This design comes from an exercise in tuning for small area, a short achievable clock period and few clock cycles on the open sky130 flow, not from production work. For this run, only the layout was checked, not whether the RTL still works. Power figures rest on the tool's default switching activity, not on a simulated workload.

`run.sh`:
```
#!/bin/bash
# synth_recipe.tcl (not shown) runs the flow's synth.tcl, then flattens the netlist and writes it again
# the make line also repeats each setting of config.mk as NAME=value (left out here)
make -C /OpenROAD-flow-scripts/flow DESIGN_CONFIG=/design/flow/config.mk WORK_HOME=/design/flow/orfs CLKGATE_MAP_FILE= SYNTH_SCRIPT=/design/flow/synth_recipe.tcl finish
```
`config.mk`:
```
export PLATFORM = sky130hd
export DESIGN_NAME = Wienerfilter
export DESIGN_NICKNAME = Wienerfilter
export VERILOG_FILES = /design/flow/design.v
export SDC_FILE = /design/flow/constraint.sdc
export NUM_CORES = 4
export LEC_CHECK = 0
export CAP_MARGIN = 20
export CORE_MARGIN = 2
export CORE_UTILIZATION = 45
export SLEW_MARGIN = 20
```
`constraint.sdc`:
```
create_clock -name core_clock -period 5.6 [get_ports {clk}]
set_input_delay 1.1200 -clock core_clock [delete_from_list [all_inputs] [get_ports {clk}]]
set_output_delay 1.1200 -clock core_clock [all_outputs]
set_load 0.01 [all_outputs]
```
`design.v`:
```
module pmi_ram_dp #(
  parameter pmi_wr_addr_depth = 256,
  parameter pmi_wr_addr_width = 8,
  parameter pmi_wr_data_width = 8,
  parameter pmi_rd_addr_depth = 256,
  parameter pmi_rd_addr_width = 8,
  parameter pmi_rd_data_width = 8,
  parameter pmi_regmode       = "reg",
  parameter pmi_resetmode     = "async",
  parameter pmi_family        = "common"
) (
  input  [pmi_wr_data_width-1:0] Data,
  input  [pmi_wr_addr_width-1:0] WrAddress,
  input  [pmi_rd_addr_width-1:0] RdAddress,
  input                          WrClock,
  input                          RdClock,
  input                          WrClockEn,
  input                          RdClockEn,
  input                          WE,
  input                          Reset,
  output reg [pmi_rd_data_width-1:0] Q
);
  localparam AW = $clog2(pmi_wr_addr_depth);
  reg [pmi_wr_data_width-1:0] mem [0:pmi_wr_addr_depth-1];
  reg [AW-1:0] rd_addr_q;
  always @(posedge WrClock)
    if (WrClockEn && WE)
      mem[WrAddress[AW-1:0]] <= Data;
  always @(posedge RdClock or posedge Reset)
    if (Reset) begin
      rd_addr_q <= 'd0;
      Q         <= 'd0;
    end else if (RdClockEn) begin
      rd_addr_q <= RdAddress[AW-1:0];
      Q         <= mem[rd_addr_q];
    end
endmodule
module pmi_mult #(
  parameter pmi_dataa_width         = 16,
  parameter pmi_datab_width         = 16,
  parameter pmi_sign                = "on",
  parameter pmi_additional_pipeline = 1,
  parameter pmi_input_reg           = "on",
  parameter pmi_output_reg          = "on",
  parameter pmi_family              = "common",
  parameter pmi_implementation      = "DSP"
) (
  input  [pmi_dataa_width-1:0] DataA,
  input  [pmi_datab_width-1:0] DataB,
  input                        Clock,
  input                        ClkEn,
  input                        Aclr,
  output reg [pmi_dataa_width+pmi_datab_width-1:0] Result
);
  reg [pmi_dataa_width-1:0] a_q;
  reg [pmi_datab_width-1:0] b_q;
  reg [pmi_dataa_width+pmi_datab_width-1:0] p_q;
  reg [pmi_dataa_width+pmi_datab_width-1:0] p_q2;
  always @(posedge Clock or posedge Aclr)
    if (Aclr) begin
      a_q    <= 'd0;
      b_q    <= 'd0;
      p_q    <= 'd0;
      p_q2   <= 'd0;
      Result <= 'd0;
    end else if (ClkEn) begin
      a_q    <= DataA;
      b_q    <= DataB;
      p_q    <= $signed(a_q) * $signed(b_q);
      p_q2   <= p_q;
      Result <= p_q2;
    end
endmodule
`timescale 1ns / 1ps
module Wienerfilter#(
    parameter WIDTH    = 16,
    parameter COL_NUM  = 128, 
    parameter ROW_NUM  = 2,
    localparam ADDR_DEP  =  COL_NUM * ROW_NUM,
    localparam ADDR_WID  =  $clog2(ADDR_DEP) + 'd1,
    localparam Serial_COL  =  $clog2(COL_NUM) + 'd1,
    localparam Serial_ROW  =  $clog2(ROW_NUM) + 'd1
)
(
input clk,
input rst,
input start,
input [ADDR_WID-1:0]wr_addr,
input ram_wr_en,
input [WIDTH-1:0]ram_data_in,
input  wire[7:0]rd_wiener,
input [1:0]rd_bank,
input      rd_para,
input [Serial_COL-1:0]wr_data_addr,
input ram_wr_data_en,
input [WIDTH-1:0]ram_data_wr_in,
output [WIDTH*2-1:0]DSP_ADD_DATA_o,
output reg[WIDTH*4-1:0]Wiener_data,
output reg Wiener_data_v,
output finish_cal_o,
output wire [WIDTH/2-1:0]ram_data_out_o,
output data_wr_v_o
) ;
localparam INIT      = 0,
           START     = 1, 
           READ_DATA = 2,
           WAIT_READ = 3,
           MULT_CAL  = 4,
           WAIT_CAL  = 5,
           ADD_CAL   = 6,
           DET       = 7, 
           FINISH    = 8;
reg [6:0]STATE;
reg [Serial_COL - 1:0 ]COL_cnt;
reg [Serial_ROW - 1:0 ]ROW_cnt;
reg [ADDR_WID-1:0]rd_ad_para;
reg [ADDR_WID-1:0]rd_addr;
always@(*) begin 
  rd_ad_para = rd_para? {rd_bank,rd_wiener[5:0]}:rd_addr;
end
wire [WIDTH/2-1:0]ram_data_out;
assign ram_data_out_o=ram_data_out;
wire [WIDTH-1:0]ram_data_data_out;
pmi_ram_dp
#(
  .pmi_wr_addr_depth    (ADDR_DEP ),  
  .pmi_wr_addr_width    (ADDR_WID ),  
  .pmi_wr_data_width    (WIDTH/2 ),  
  .pmi_rd_addr_depth    (ADDR_DEP ),  
  .pmi_rd_addr_width    (ADDR_WID ),  
  .pmi_rd_data_width    (WIDTH/2 ),  
  .pmi_regmode          ( "reg" ),  
  .pmi_resetmode        ("async" ),  
  .pmi_family           ("common" )   
) pmi_ram_dp_inst (
  .Data      (ram_data_in ),   
  .WrAddress (wr_addr ),   
  .RdAddress (rd_ad_para), 
  .WrClock   (clk   ),   
  .RdClock   (clk   ),   
  .WrClockEn (1 ),   
  .RdClockEn (1 ),   
  .WE        (ram_wr_en), 
  .Reset     (rst),   
  .Q         (ram_data_out )    
);
pmi_ram_dp
#(
  .pmi_wr_addr_depth    (COL_NUM ),  
  .pmi_wr_addr_width    (Serial_COL ),  
  .pmi_wr_data_width    (WIDTH ),  
  .pmi_rd_addr_depth    (COL_NUM ),  
  .pmi_rd_addr_width    (Serial_COL ),  
  .pmi_rd_data_width    (WIDTH ),  
  .pmi_regmode          ( "reg" ),  
  .pmi_resetmode        ("async" ),  
  .pmi_family           ("common" )   
) pmi_ram_dp_inst_data (
  .Data      (ram_data_wr_in ),   
  .WrAddress (wr_data_addr ),   
  .RdAddress (COL_cnt ),   
  .WrClock   (clk   ),   
  .RdClock   (clk   ),   
  .WrClockEn (1 ),   
  .RdClockEn (1 ),   
  .WE        (ram_wr_data_en), 
  .Reset     (rst),   
  .Q         (ram_data_data_out )    
);
reg finish_cal;
reg [WIDTH*2-1:0]DSP_ADD_DATA;
wire [WIDTH*2-1:0]result;
reg start_mult,start_mult_d,start_mult_dd;
reg data_wr_v;
always@(posedge clk or posedge rst) begin 
 if(rst) begin 
    STATE <= INIT;
    ROW_cnt <= 'd0;
    COL_cnt <= 'd0;
    start_mult <= 'd0;
    finish_cal <= 'd0;
    DSP_ADD_DATA <= 'd0;
    data_wr_v <='d0;
 end
 else begin 
   case(STATE) 
   INIT      :begin
    ROW_cnt <= 'd0;
    COL_cnt <= 'd0;  
    start_mult <= 'd0;
    finish_cal <= 'd0;
    DSP_ADD_DATA <= 'd0;
    data_wr_v <='d0;
    if(start) begin
        STATE <= START;
     end
    else      begin
        STATE <= INIT;
     end
        end
   START     :begin  
       STATE <= READ_DATA;
       start_mult <= 'd0;
       DSP_ADD_DATA <= DSP_ADD_DATA;
       data_wr_v <='d0;
        end
   READ_DATA :begin  
       STATE <= WAIT_READ;
       start_mult <= 'd0;
        end
   WAIT_READ :begin  
       STATE <= MULT_CAL;  
       start_mult <= 'd1;
        end
   MULT_CAL  :begin  
    STATE <= WAIT_CAL;  
    start_mult <= 'd0;
        end
   WAIT_CAL  :begin  
      if(start_mult_dd) begin STATE <= ADD_CAL;  end
      else begin STATE <= WAIT_CAL;  end
        end
   ADD_CAL :begin 
     if(COL_cnt <  COL_NUM - 'd1) begin
        COL_cnt <= COL_cnt + 'd1;
        STATE   <= START;
        data_wr_v <='d0;
        DSP_ADD_DATA <= DSP_ADD_DATA + result;
      end
     else begin
        COL_cnt <= 0;
        STATE   <= DET;
        data_wr_v <='d1;
        DSP_ADD_DATA <= DSP_ADD_DATA+ result;
      end 
   end    
   DET       :begin  
     DSP_ADD_DATA <= 'd0;
     data_wr_v <='d0;
     if(ROW_cnt <  ROW_NUM - 'd1) begin
        ROW_cnt <= ROW_cnt + 'd1;
        STATE   <= START;
        finish_cal <= 'd0;
      end
     else begin 
        ROW_cnt <= 'd0;
        STATE   <= FINISH;
        finish_cal <= 'd1;
     end
        end
   FINISH    :begin  
    data_wr_v <='d0;
    DSP_ADD_DATA <= 'd0;
    finish_cal <= 'd0;
    STATE   <= INIT;
        end
   endcase
 end
end
assign finish_cal_o = finish_cal;
assign DSP_ADD_DATA_o = DSP_ADD_DATA;
always@(posedge clk or posedge rst) begin 
    if(rst) begin 
        start_mult_d<= 'd0;
        start_mult_dd<= 'd0;
    end
    else begin 
        start_mult_d <= start_mult;
        start_mult_dd<= start_mult_d;
    end
   end
   always@(*) begin 
case(ROW_cnt) 
  'd0: rd_addr =  COL_cnt  ;
  'd1: rd_addr =  COL_NUM + COL_cnt ;
  'd2: rd_addr = {COL_NUM,1'd0 } + COL_cnt ;
  'd3: rd_addr = {COL_NUM,1'd0 } + COL_cnt + COL_NUM ;
endcase
   end
wire [WIDTH-1:0]data_in0,data_in1;
assign data_in0 = {{8{ram_data_out[WIDTH/2-1]}},ram_data_out};
 assign data_in1 = ram_data_data_out;
   pmi_mult
   #(
     .pmi_dataa_width         (WIDTH),  
     .pmi_datab_width         (WIDTH ),  
     .pmi_sign                ("on" ),  
     .pmi_additional_pipeline (1 ),  
     .pmi_input_reg           ( "on" ),  
     .pmi_output_reg          ( "on" ),  
     .pmi_family              ("common"  ),  
     .pmi_implementation      ("DSP" )   
   ) pmi_mult_dsp (
     .DataA  (data_in0 ),   
     .DataB  (data_in1 ),   
     .Clock  (clk ),   
     .ClkEn  (1 ),   
     .Aclr   (rst ),   
     .Result (result )    
   );
assign data_wr_v_o = data_wr_v;
always@(posedge clk or posedge rst)
 begin 
   if(rst) begin 
    Wiener_data  <='d0;
    Wiener_data_v<='d0;
   end
   else begin
case(ROW_cnt)
 'd0:begin if(data_wr_v) begin Wiener_data[WIDTH*1-1:WIDTH*0] <= DSP_ADD_DATA[15:0];  Wiener_data_v<='d0; end else begin Wiener_data <= Wiener_data; Wiener_data_v<='d0; end end
 'd1:begin if(data_wr_v) begin Wiener_data[WIDTH*2-1:WIDTH*1] <= DSP_ADD_DATA[15:0];  Wiener_data_v<='d0; end else begin Wiener_data <= Wiener_data; Wiener_data_v<='d0; end end
 'd2:begin if(data_wr_v) begin Wiener_data[WIDTH*3-1:WIDTH*2] <= DSP_ADD_DATA[23:8];  Wiener_data_v<='d0; end else begin Wiener_data <= Wiener_data; Wiener_data_v<='d0; end end
 'd3:begin if(data_wr_v) begin Wiener_data[WIDTH*4-1:WIDTH*3] <= DSP_ADD_DATA[23:8];  Wiener_data_v<='d1; end else begin Wiener_data <= Wiener_data; Wiener_data_v<='d0; end end
endcase 
    end
 end
endmodule
```
==> reports/metrics.yaml <==
run_status:
  status: "no timing/DRC/antenna violations"
setup_path:
  r2r_end: "pmi_mult_dsp.p_q[22]"
  crit_path_frequent_cell: "fa_1"
  cpMaxStageDelayCell: "dfrtp_1"
  worstSetupEndpointType: "register"
  reg2reg_slack_ns: 0.58
  cp_max_fo: 16
  reg2regPathDepth: 17
  crit_type: "reg -> reg"
  path_cells: "nand2_1 -> fa_1 -> fa_1 -> inv_1 -> fa_1 -> inv_1 -> fa_1 -> inv_1 -> ha_1 -> o21ai_0 -> a21boi_0 -> o211ai_1 -> a21boi_0 -> o21ai_0 -> o221ai_1 -> a21oi_1 -> xnor2_1"
  worstPathRequired_ns: 6.40
  slowest_delay_ns: 0.65
  start_kind: "register"
  worstReg2RegStart: "pmi_mult_dsp.a_q[0]"
  arrival_ns: 5.82
cells_and_area:
  area_growth_syn_to_layout_pct: 13.9
  fin_area_um2: 195000
  fin_nets: 8318
  post_route_cells_drive_above_1_share: 0.293
  final_util: 0.514
  final_cell_count_no_fill: 13462
clock_tree:
  cts-root-buf: "clkbuf_16"
  cts_tree: "done"
  clock_latency_ns: 1.00
  clockBufferDepth: 4
  clkSlewWorstSetupHoldPaths_ns: 0.07
  cts.sinks: 4347
  post_cts_buffers: 0
  cts_hold_repair.buffers: 0
  cts_resized: 0
  cts_buffers: 437
  cts_max_level: 5
routing:
  wl_per_cell_um: 30.3
  drtPass1Iterations: 6
  wirelength_mm: 408
  post-route-drc-count: 0
  via_per_inst: 5.84
  drt_iter0_drc: 8014
  postRouteAntennaNets: 0
  vias: 78666
synthesis:
  syn_inst: 7529
  syn_area_per_cell_um2: 22.7
  synth_area_um2: 171000
  synth_area_leaders: "edfxtp_1, mux4_2, dfrtp_1"
  yosys.area_share.xor_xnor: 0.00256
  ys_seq_elements: 4347
  yosysSeqAreaShare: 0.756
  synth_top_family_by_area: "multiplexers"
  synth_cell_types: 59
  yosysTopAreaCell: "edfxtp_1"
  yosysWarnings: 10
  ys.flop_type: "edfxtp_1"
  synth_compound_area_frac: 0.00710
  netlist.area_leader.share: 0.719
  muxShareOfSynthArea: 0.184
  syn_nets: 7780
  synthSimpleGateAreaFrac: 0.0196
  synth_edf_count: 4096
  synthArstFlopShare: 0.0577
  synth-adder-area-share: 0.0182
floorplanning:
  dieArea_um2: 385000
  core_area_um2: 379000
  io_pins: 172
  rows: 226
  die_y_um: 620
  start_util: 0.452
  die_w_um: 620
grt:
  grt.overflow.total: 0
  grt_max_degree: 169
  antenna_found_initial: 29
  grt_pass1_vias: 80583
  gr-usage-all-layers: 0.212
  grt_pass1_wl_mm: 588
timing:
  slew_viol_final: 0
  slew-limit-headroom: 0.238
  max_freq_ghz: 0.199
  hold_slack_ns: 0.273
  setup_viol: 0
  period_share: 0.896
  grt_setup_unrepaired: "false"
  period_needed_ns: 5.02
  worst_clock_skew_ns: 0.0769
  fin_ws_ns: 0.584
  timing.setup.tns_ns: 0
  hold_viol_final: 0
  worst_pin_slew_ns: 1.14
place:
  portBuffers: 159
  dpl_cell_area_um2: 180000
  dp_cells: 12642
  globalplace.congestion: 0.816
  place_hpwl_mm: 248
  place_ws_ns: 0.580
power_and_ir_drop:
  power_mw: 73.3
  irDropWorstVdd_mv: 0.342
  p_leak_nw: 62.0
  powerDensity_nw_per_um2: 377
min_path:
  min_from: "pmi_mult_dsp.p_q2[19]"
  whs_path_depth: 0
  min_to: "pmi_mult_dsp.Result[19]"
  hold_path_class: "reg -> reg"
job:
  cap_violations: 0
Yosys cell counts, drive strengths merged, types with 3 or more instances:
cell type  number
edfxtp       4096
mux4         1352
nor2          438
dfrtp         251
clkbuf        250
inv           159
nand2         140
buf           128
fa            104
mux2           88
and2           83
ha             82
o21ai          61
a21oi          46
xnor2          34
nand3          25
nor2b          19
nor3           19
a21o           16
xor2           16
nand2b         13
and3           11
o21a           10
nand4           9
a22o            8
a31oi           7
o21bai          6
o31ai           6
a211oi          5
o211ai          4
o22ai           4
a21boi          3
a311oi          3
nand3b          3
or3             3
metal layers:
| metal | GRT usage | wire length [µm] |
|---|---|---|
| met1 | 0.298 | 168000 |
| met2 | 0.347 | 202000 |
| met3 | 0.0332 | 26500 |
| met4 | 0.0547 | 11200 |
| met5 | 0 | 27 |
registers in the layout, summed over array words and instances (netlist names), 24 cells and up:
| register | cells |
|---|---|
| pmi_ram_dp_inst.mem | 2048 |
| pmi_ram_dp_inst_data.mem | 2048 |
| Wiener_data | 64 |
| DSP_ADD_DATA | 32 |
| pmi_mult_dsp.Result | 24 |
| pmi_mult_dsp.p_q2 | 24 |
| pmi_mult_dsp.p_q | 24 |
worst max-delay path by stage:
stage	start	end	slack (ns)	cells past startpoint
finish	pmi_mult_dsp.a_q[0]	pmi_mult_dsp.p_q[22]	0.58	17
global route	pmi_mult_dsp.a_q[0]	pmi_mult_dsp.p_q[22]	0.16	17
CTS	pmi_mult_dsp.a_q[0]	pmi_mult_dsp.p_q[22]	0.55	17
detailed placement	pmi_mult_dsp.a_q[0]	pmi_mult_dsp.p_q[22]	0.58	17
global placement	pmi_mult_dsp.a_q[0]	pmi_mult_dsp.p_q[22]	0.58	17
floorplan	pmi_mult_dsp.a_q[7]	pmi_mult_dsp.p_q[22]	0.99	18
area by class of cell:
type                    instances  area (µm²)
well taps                    5016        6280
diodes                         14        35.0
clock inverters               240        2720
repair buffers                477        4580
flip-flops and latches       4347      129000
multi-input cells            2644       39800
fillers                     29204      184000
clock buffers                 564       11500
inverters                     160         604
cells by family (layout without fill, tap and decap cells):
kind of cell | after synthesis | after routing
compound gates | 194 | 194
xor+xnor | 50 | 50
fa+ha+maj | 186 | 186
buf+inv | 538 | 1441
flops | 4347 | 4347
mux | 1442 | 1442
other cells | 0 | 14
simple gates | 772 | 772
power by group:
part           switching [mW]  internal [mW]  leakage (nW)
Clock                    12.3           16.6          6.86
Combinational            4.49           3.35          15.2
Sequential              0.528           36.1          39.9
worst max-delay path: cells and delay by family (launching register included):
family	cells	cell delay [ns]
buffers and inverters	3	0.16
and+or+nand+nor	1	0.16
xor gates and xnor gates	1	0.13
adders and majority gates	5	2.36
DFF	1	0.65
AOI/OAI and AO/OA	7	1.42
layout by cell type, fill, tap and decap left out, types with 22 or more instances in the layout:
cell / instances
buf_12: 45
nand2_1: 140
and2_1: 83
clkdlybuf4s50_1: 135
edfxtp_1: 4096
buf_4: 287
clkinv_2: 64
nor2_1: 381
clkbuf_1: 120
a21oi_1: 46
xnor2_1: 34
mux4_2: 1352
nand3_1: 22
bufinv_16: 44
clkinv_1: 76
clkbuf_16: 439
inv_1: 158
mux2_2: 88
ha_1: 82
o21ai_0: 60
fa_1: 104
dfrtp_1: 239
nor2_2: 57

-- separate check: timing with driven ports --
In the flow no input, the clock included, has a driving cell. The finished layout below was timed again as built, in two steps.
Step 1 sets driving cells, clkbuf_16 on the clock port and buf_2 on the other inputs (assumed; they add their load-dependent delay and slew).
Step 2 adds t to the input delays and takes it off the output delays; t is the mean of the earliest and latest rising clock arrival at the registers after step 1. Input paths then give back, and output paths get back, about the clock's delay inside the block.
Slacks: ideal ports / drivers / drivers and shift; pairs: ideal ports / drivers.
t (ns): 1.055
setup WS [ns]: 0.584 / 0.584 / 0.584
hold slack, ns: 0.273 / 0.273 / 0.273
worst setup path after step 2: register to register
worst slew at a driven data input, ns: 0.20
After both steps setup and hold are still met in this run. For this run, drivers alone change the setup slack by 0.000 ns; drivers and shift together by 0.000 ns.
